From an optimization exercise on the open Yosys and OpenROAD flow, aimed at small area and a short achievable clock period; shortcuts taken in it are not production practice. Function was checked by simulation only, so behaviour that the tests miss may differ from the original. The flow treats the clock pin as an ideal source, which a real chip does not have. Power is estimated from default activity; no workload was simulated.

job 6731:
Design axi_stream_insert_header, start of the top module:
module axi_stream_insert_header #(
    parameter DATA_WD = 128,
    parameter DATA_BYTE_WD = DATA_WD / 8
) (
    input clk,
    input rst_n,
    input valid_in,
    input [DATA_WD-1 : 0] data_in,
    input [DATA_BYTE_WD-1 : 0] keep_in,
    input last_in,
    output reg ready_in,
    output reg valid_out,
    output reg [DATA_WD-1 : 0] data_out,
    output reg [DATA_BYTE_WD-1 : 0] keep_out,
    output reg last_out,
    input ready_out,
    input valid_insert,
    input [DATA_WD-1 : 0] header_insert,
    input [DATA_BYTE_WD-1 : 0] keep_insert,
    output reg ready_insert
);
Settings: LEC_CHECK=0, CAP_MARGIN=20, CORE_MARGIN=2, CORE_UTILIZATION=50, SETUP_SLACK_MARGIN=1.0, SLEW_MARGIN=20; clock period 14.0 ns.
standard.sh (not shown) runs the stock make flow with config.mk's settings and CLKGATE_MAP_FILE= SYNTH_SCRIPT=/design/flow/synth_recipe.tcl, a recipe that flattens the netlist after the stock synthesis.
==> flow/flow/run.sh <==
#!/bin/bash
# The standard ORFS layout (the standard.sh), with these changes made through
# ORFS's own hooks and variables:
#  - synthesis is the standard synthesis with an area-oriented ABC mapping
#    script (synth_abc.tcl, abc_map.script)
#  - the port buffers are buf_1 cells
#  - clock tree synthesis without dummy loads, from clkbuf_8 cells in larger clusters
#  - repair_timing after CTS and after global routing aims at a setup slack of
#    FLOW_FLOW_MARGIN ns (margin.tcl)
set -euo pipefail
here=$(pwd)
export FLOW_STD_SYNTH="$here/synth_recipe.tcl"
export FLOW_ABC_SCRIPT="$here/flow/abc_map.script"
export FLOW_FLOW_MARGIN=10.1
export BUFFER_PORTS_ARGS="-buffer_cell sky130_fd_sc_hd__buf_1"
export CTS_ARGS="-sink_clustering_enable -repair_clock_nets -dont_use_dummy_load -buf_list sky130_fd_sc_hd__clkbuf_8 -root_buf sky130_fd_sc_hd__clkbuf_16 -sink_clustering_size 16 -sink_clustering_max_diameter 60"
export PRE_CTS_TCL="$here/flow/margin.tcl"
export PRE_GLOBAL_ROUTE_TCL="$here/flow/margin.tcl"
bash standard.sh SYNTH_SCRIPT="$here/flow/synth_abc.tcl" finish > standard_flow.log 2>&1
==> flow/flow/abc_map.script <==
strash
dch
amap -Q 0.1
topo
==> flow/flow/margin.tcl <==
# Have this step's repair_timing aim at a setup slack of FLOW_FLOW_MARGIN ns
# instead of the configured margin, so that the paths that set the achieved
# period get sized and buffered as critical paths.
set ::env(SETUP_SLACK_MARGIN) $::env(FLOW_FLOW_MARGIN)
==> flow/flow/synth_abc.tcl <==
# The standard synthesis (synth_recipe.tcl, sourced below), with one change:
# ABC maps the logic with flow/abc_map.script (an area-oriented mapping: strash; dch; amap -Q 0.1)
# instead of ORFS's abc_speed.script. Flip-flops are mapped before ABC runs, so
# the registers, their names and cell types are those of the standard synthesis.
proc abc {args} {
  set i [lsearch -exact $args -script]
  if {$i >= 0} {
    lset args [expr {$i + 1}] $::env(FLOW_ABC_SCRIPT)
  }
  yosys abc {*}$args
}
source $::env(FLOW_STD_SYNTH)
> inputs changed (job 6731 -> job 1213)
--- a/flow/flow/run.sh
+++ b/flow/flow/run.sh
@@ -5 +5 @@
-#    script (synth_abc.tcl, abc_map.script)
+#    script and a smaller cell list for ABC (synth_abc.tcl, abc_map.script)
@@ -7 +7,2 @@
-#  - clock tree synthesis without dummy loads, from clkbuf_8 cells in larger clusters
+#  - clock tree synthesis without dummy loads, from a clkbuf_16 root and clkbuf_8
+#    cells in larger clusters
@@ -13,0 +15 @@
+export FLOW_ABC_DONT_USE="sky130_fd_sc_hd__o22a_1 sky130_fd_sc_hd__o22a_2 sky130_fd_sc_hd__o22a_4 sky130_fd_sc_hd__a22o_1 sky130_fd_sc_hd__a22o_2 sky130_fd_sc_hd__a22o_4 sky130_fd_sc_hd__o2bb2ai_1 sky130_fd_sc_hd__o2bb2ai_2 sky130_fd_sc_hd__o2bb2ai_4 sky130_fd_sc_hd__a2bb2oi_1 sky130_fd_sc_hd__a2bb2oi_2 sky130_fd_sc_hd__a2bb2oi_4"
==> flow/flow/synth_abc.tcl <==
# The standard synthesis (synth_recipe.tcl, sourced below), with one change:
# ABC maps the logic with flow/abc_map.script (an area-oriented mapping: strash; dch;
# amap -Q 0.1) instead of ORFS's abc_speed.script, and without the cells listed in
# FLOW_ABC_DONT_USE (o22a and a22o, so that the byte-shift muxes map to o22ai).
# Flip-flops are mapped before ABC runs, so the registers, their names and cell
# types are those of the standard synthesis.
proc abc {args} {
  set i [lsearch -exact $args -script]
  if {$i >= 0} {
    lset args [expr {$i + 1}] $::env(FLOW_ABC_SCRIPT)
  }
  foreach cell $::env(FLOW_ABC_DONT_USE) {
    lappend args -dont_use $cell
  }
  yosys abc {*}$args
}
source $::env(FLOW_STD_SYNTH)
==> run summary <==
No stage failed in job 1213, and the final checks on the layout all came back clean.
Global-route wire length before repair (job 1213 vs. job 6731) decreases by a few percent
Of job 1213 and job 6731, job 1213 shows the higher portion of total power attributed to the clock network, with job 6731 below it.
flip-flops and latches as the largest cell class by area was reported by job 1213, and multi-input combinational cells by job 6731.
Job 1213 consumes less power than job 6731 does.
Going from job 6731 to job 1213, layout clock buffer count decreased by about 4% relative to the old numbers, final design area excluding fillers decreased by 2.1% relative to the old numbers, area added between synthesis and finish increased by 0.19 points relative to the old numbers, final wirelength decreased by 0.92% relative to the old numbers, hold slack increased by 31 ps relative to the old numbers.
The termination of the worst setup path comes out data_out[52] in one run and data_out[28] in the other, namely in job 1213 and job 6731 respectively.
Switching power as a share of total power ends up higher on job 1213.
Share of the final layout cell area in multi-input gates: job 1213 < job 6731
Relative to job 1213, the following input files were edited for job 5030:
--- a/flow/flow/run.sh
+++ b/flow/flow/run.sh
@@ -5,4 +5,4 @@
-#    script and a smaller cell list for ABC (synth_abc.tcl, abc_map.script)
-#  - the port buffers are buf_1 cells
-#  - clock tree synthesis without dummy loads, from a clkbuf_16 root and clkbuf_8
-#    cells in larger clusters
+#    script (synth_abc.tcl, abc_map.script)
+#  - the port buffers are buf_1 cells; the output ones become buf_2 after global
+#    placement (post_gp.tcl)
+#  - clock tree synthesis without dummy loads, from clkbuf_8 cells in larger clusters
@@ -15 +14,0 @@
-export FLOW_ABC_DONT_USE="sky130_fd_sc_hd__o22a_1 sky130_fd_sc_hd__o22a_2 sky130_fd_sc_hd__o22a_4 sky130_fd_sc_hd__a22o_1 sky130_fd_sc_hd__a22o_2 sky130_fd_sc_hd__a22o_4 sky130_fd_sc_hd__o2bb2ai_1 sky130_fd_sc_hd__o2bb2ai_2 sky130_fd_sc_hd__o2bb2ai_4 sky130_fd_sc_hd__a2bb2oi_1 sky130_fd_sc_hd__a2bb2oi_2 sky130_fd_sc_hd__a2bb2oi_4"
@@ -17,0 +17 @@
+export POST_GLOBAL_PLACE_TCL="$here/flow/post_gp.tcl"
==> flow/flow/abc_map.script <==
strash
dch
map -a
topo
==> flow/flow/post_gp.tcl (new file) <==
# Give the output ports a stronger buffer than the buf_1 that buffer_ports inserted.
set out_buf sky130_fd_sc_hd__buf_2
set n 0
foreach bterm [[ord::get_db_block] getBTerms] {
  if {[$bterm getIoType] != "OUTPUT"} { continue }
  set net [$bterm getNet]
  if {$net == "NULL"} { continue }
  foreach iterm [$net getITerms] {
    if {![$iterm isOutputSignal]} { continue }
    set inst [$iterm getInst]
    if {[[$inst getMaster] getName] == "sky130_fd_sc_hd__buf_1"} {
      replace_cell [get_cells [$inst getName]] [get_lib_cells $out_buf]
      incr n
    }
  }
}
puts "post_gp.tcl: $n output buffers now $out_buf"
==> flow/flow/synth_abc.tcl <==
# The standard synthesis (synth_recipe.tcl, sourced below), with one change:
# ABC maps the logic with flow/abc_map.script (an area-oriented mapping: strash; dch; map -a)
# instead of ORFS's abc_speed.script. Flip-flops are mapped before ABC runs, so
# the registers, their names and cell types are those of the standard synthesis.
proc abc {args} {
  set i [lsearch -exact $args -script]
  if {$i >= 0} {
    lset args [expr {$i + 1}] $::env(FLOW_ABC_SCRIPT)
  }
  yosys abc {*}$args
}
source $::env(FLOW_STD_SYNTH)
Notes after the runs:
Looking at the reports, job 5030 completed the entire flow and the layout it produced met the timing, design-rule and antenna checks.
Going from job 1213 to job 5030, area fraction in compound gates after synthesis moved down; setup slack moved up; clock power moved up; worst-margin pin slew moved down; non-clock buffer count level.
Per the comparison of job 5030 with job 1213, clock latency on the worst-skew pair stayed essentially flat, share of the final layout cell area in multi-input gates has increased, cell-internal power picked up an extra 3.1%, sequential share of layout area now sits lower.
Summary — number of inserted diodes, job 5030 relative to job 1213: higher, by 1.

---

axi_stream_insert_header again, from the RTL that the note above started with.
export LEC_CHECK = 0
export CAP_MARGIN = 20
export CORE_MARGIN = 2
export CORE_UTILIZATION = 55
export SETUP_SLACK_MARGIN = 1.0
export SLEW_MARGIN = 20
create_clock -name core_clock -period 14.0 [get_ports {clk}]
==> flow/flow/run.sh <==
#!/bin/bash
# The standard ORFS layout (the standard.sh), with these changes made through
# ORFS's own hooks and variables:
#  - synthesis is the standard synthesis with an area-oriented ABC mapping
#    script and a smaller cell list for ABC (synth_abc.tcl, abc_map.script)
#  - the port buffers are buf_1 cells
#  - clock tree synthesis without dummy loads, from a clkbuf_16 root and clkbuf_8
#    cells in larger clusters
#  - repair_timing after CTS and after global routing aims at a setup slack of
#    FLOW_FLOW_MARGIN ns (margin.tcl)
set -euo pipefail
here=$(pwd)
export FLOW_STD_SYNTH="$here/synth_recipe.tcl"
export FLOW_ABC_SCRIPT="$here/flow/abc_map.script"
export FLOW_ABC_DONT_USE="sky130_fd_sc_hd__o22a_1 sky130_fd_sc_hd__o22a_2 sky130_fd_sc_hd__o22a_4 sky130_fd_sc_hd__a22o_1 sky130_fd_sc_hd__a22o_2 sky130_fd_sc_hd__a22o_4"
export FLOW_FLOW_MARGIN=10.1
export BUFFER_PORTS_ARGS="-buffer_cell sky130_fd_sc_hd__buf_1"
export CTS_ARGS="-sink_clustering_enable -repair_clock_nets -dont_use_dummy_load -buf_list sky130_fd_sc_hd__clkbuf_8 -root_buf sky130_fd_sc_hd__clkbuf_16 -sink_clustering_size 16 -sink_clustering_max_diameter 60"
export PRE_CTS_TCL="$here/flow/margin.tcl"
export PRE_GLOBAL_ROUTE_TCL="$here/flow/margin.tcl"
bash standard.sh SYNTH_SCRIPT="$here/flow/synth_abc.tcl" finish > standard_flow.log 2>&1
==> flow/flow/abc_map.script <==
strash
dch
amap -Q 0.1
topo
==> flow/flow/synth_abc.tcl <==
# The standard synthesis (synth_recipe.tcl, sourced below), with one change:
# ABC maps the logic with flow/abc_map.script (an area-oriented mapping: strash; dch;
# amap -Q 0.1) instead of ORFS's abc_speed.script, and without the cells listed in
# FLOW_ABC_DONT_USE (o22a and a22o, so that the byte-shift muxes map to o22ai).
# Flip-flops are mapped before ABC runs, so the registers, their names and cell
# types are those of the standard synthesis.
proc abc {args} {
  set i [lsearch -exact $args -script]
  if {$i >= 0} {
    lset args [expr {$i + 1}] $::env(FLOW_ABC_SCRIPT)
  }
  foreach cell $::env(FLOW_ABC_DONT_USE) {
    lappend args -dont_use $cell
  }
  yosys abc {*}$args
}
source $::env(FLOW_STD_SYNTH)
Scripts as last shown in full above: flow/flow/margin.tcl
Change:
--- a/flow/flow/run.sh
+++ b/flow/flow/run.sh
@@ -4,6 +4,6 @@
 #  - synthesis is the standard synthesis with an area-oriented ABC mapping
-#    script and a smaller cell list for ABC (synth_abc.tcl, abc_map.script)
-#  - the port buffers are buf_1 cells
-#  - clock tree synthesis without dummy loads, from a clkbuf_16 root and clkbuf_8
-#    cells in larger clusters
+#    script (synth_abc.tcl, abc_map.script)
+#  - the port buffers are buf_1 cells; the output ones become buf_2 after global
+#    placement (post_gp.tcl)
+#  - clock tree synthesis without dummy loads, from clkbuf_8 cells in larger clusters
 #  - repair_timing after CTS and after global routing aims at a setup slack of
@@ -14,4 +14,3 @@
 export FLOW_ABC_SCRIPT="$here/flow/abc_map.script"
-export FLOW_ABC_DONT_USE="sky130_fd_sc_hd__o22a_1 sky130_fd_sc_hd__o22a_2 sky130_fd_sc_hd__o22a_4 sky130_fd_sc_hd__a22o_1 sky130_fd_sc_hd__a22o_2 sky130_fd_sc_hd__a22o_4"
-export FLOW_FLOW_MARGIN=10.1
+export FLOW_FLOW_MARGIN=10.2
 export BUFFER_PORTS_ARGS="-buffer_cell sky130_fd_sc_hd__buf_1"
==> flow/flow/synth_abc.tcl (replaced) <==
# The standard synthesis (synth_recipe.tcl, sourced below), with one change:
# ABC maps the logic with flow/abc_map.script (an area-oriented mapping: strash; dch; amap)
# instead of ORFS's abc_speed.script. Flip-flops are mapped before ABC runs, so
# the registers, their names and cell types are those of the standard synthesis.
proc abc {args} {
  set i [lsearch -exact $args -script]
  if {$i >= 0} {
    lset args [expr {$i + 1}] $::env(FLOW_ABC_SCRIPT)
  }
  yosys abc {*}$args
}
source $::env(FLOW_STD_SYNTH)
Settings changed: CORE_UTILIZATION 55 to 50.
Sequential share of layout area decreases by 1.9 points. Hold slack is worse by 29 ps. Wire length came out higher slightly. Worst setup slack is better by 20 ps. Via count falls by a few percent. Power goes up by a little under a tenth. Area after synthesis came out higher by a few percent. Non-clock buffer count fell by 1. Global-route usage fell by 3.3 points. Sequential power hardly moves. Utilization falls by 4.6 points.
Change:
--- a/flow/flow/run.sh
+++ b/flow/flow/run.sh
@@ -14,3 +14,3 @@
 export FLOW_ABC_SCRIPT="$here/flow/abc_map.script"
-export FLOW_FLOW_MARGIN=10.2
+export FLOW_FLOW_MARGIN=10.1
 export BUFFER_PORTS_ARGS="-buffer_cell sky130_fd_sc_hd__buf_1"
==> flow/flow/abc_map.script (replaced) <==
strash
dch
amap
topo
Settings changed: CORE_UTILIZATION 50 to 60.
Effect: The new run completed without violations. Wire length went down slightly. Die area drops by about a fifth. Cell count rose by a few percent. Non-clock buffer count fell by 1.

## what the ideal ports hide
No port has a modelled driver above. Below, the same layouts with a new extraction and two added sets of constraints. Step 1 sets driving cells, clkbuf_16 on the clock port and buf_2 on the other inputs (assumed; they add their load-dependent delay and slew). Step 2 also shifts input and output timing later by t, the mid clock arrival at the registers, as if the neighbouring blocks saw the same clock. Slacks: ideal / step 1 / step 2; pairs: ideal / step 1.
run	t, ns	setup slack, ns	worst setup path at the end	clock arrival spread, ns	worst register clock-pin slew, ns
job 6731	0.548	10.121 / 10.071 / 9.849	input to register	0.042 / 0.042	0.10 / 0.10
job 1213	0.542	10.123 / 10.075 / 9.850	input to register	0.058 / 0.059	0.10 / 0.10
job 5030	0.547	10.155 / 10.106 / 9.710	input to register	0.062 / 0.063	0.11 / 0.11
the first run of note 2	0.538	10.133 / 10.083 / 9.809	input to register	0.043 / 0.042	0.10 / 0.10
the second run of note 2	0.546	10.153 / 10.103 / 9.857	input to register	0.046 / 0.045	0.10 / 0.10
the third run of note 2	0.538	10.129 / 10.079 / 9.889	input to register	0.052 / 0.052	0.10 / 0.10
After both steps every run listed still meets setup and hold. For job 5030, which loses most, drivers alone change the setup slack by -0.049 ns; drivers and shift together by -0.445 ns.
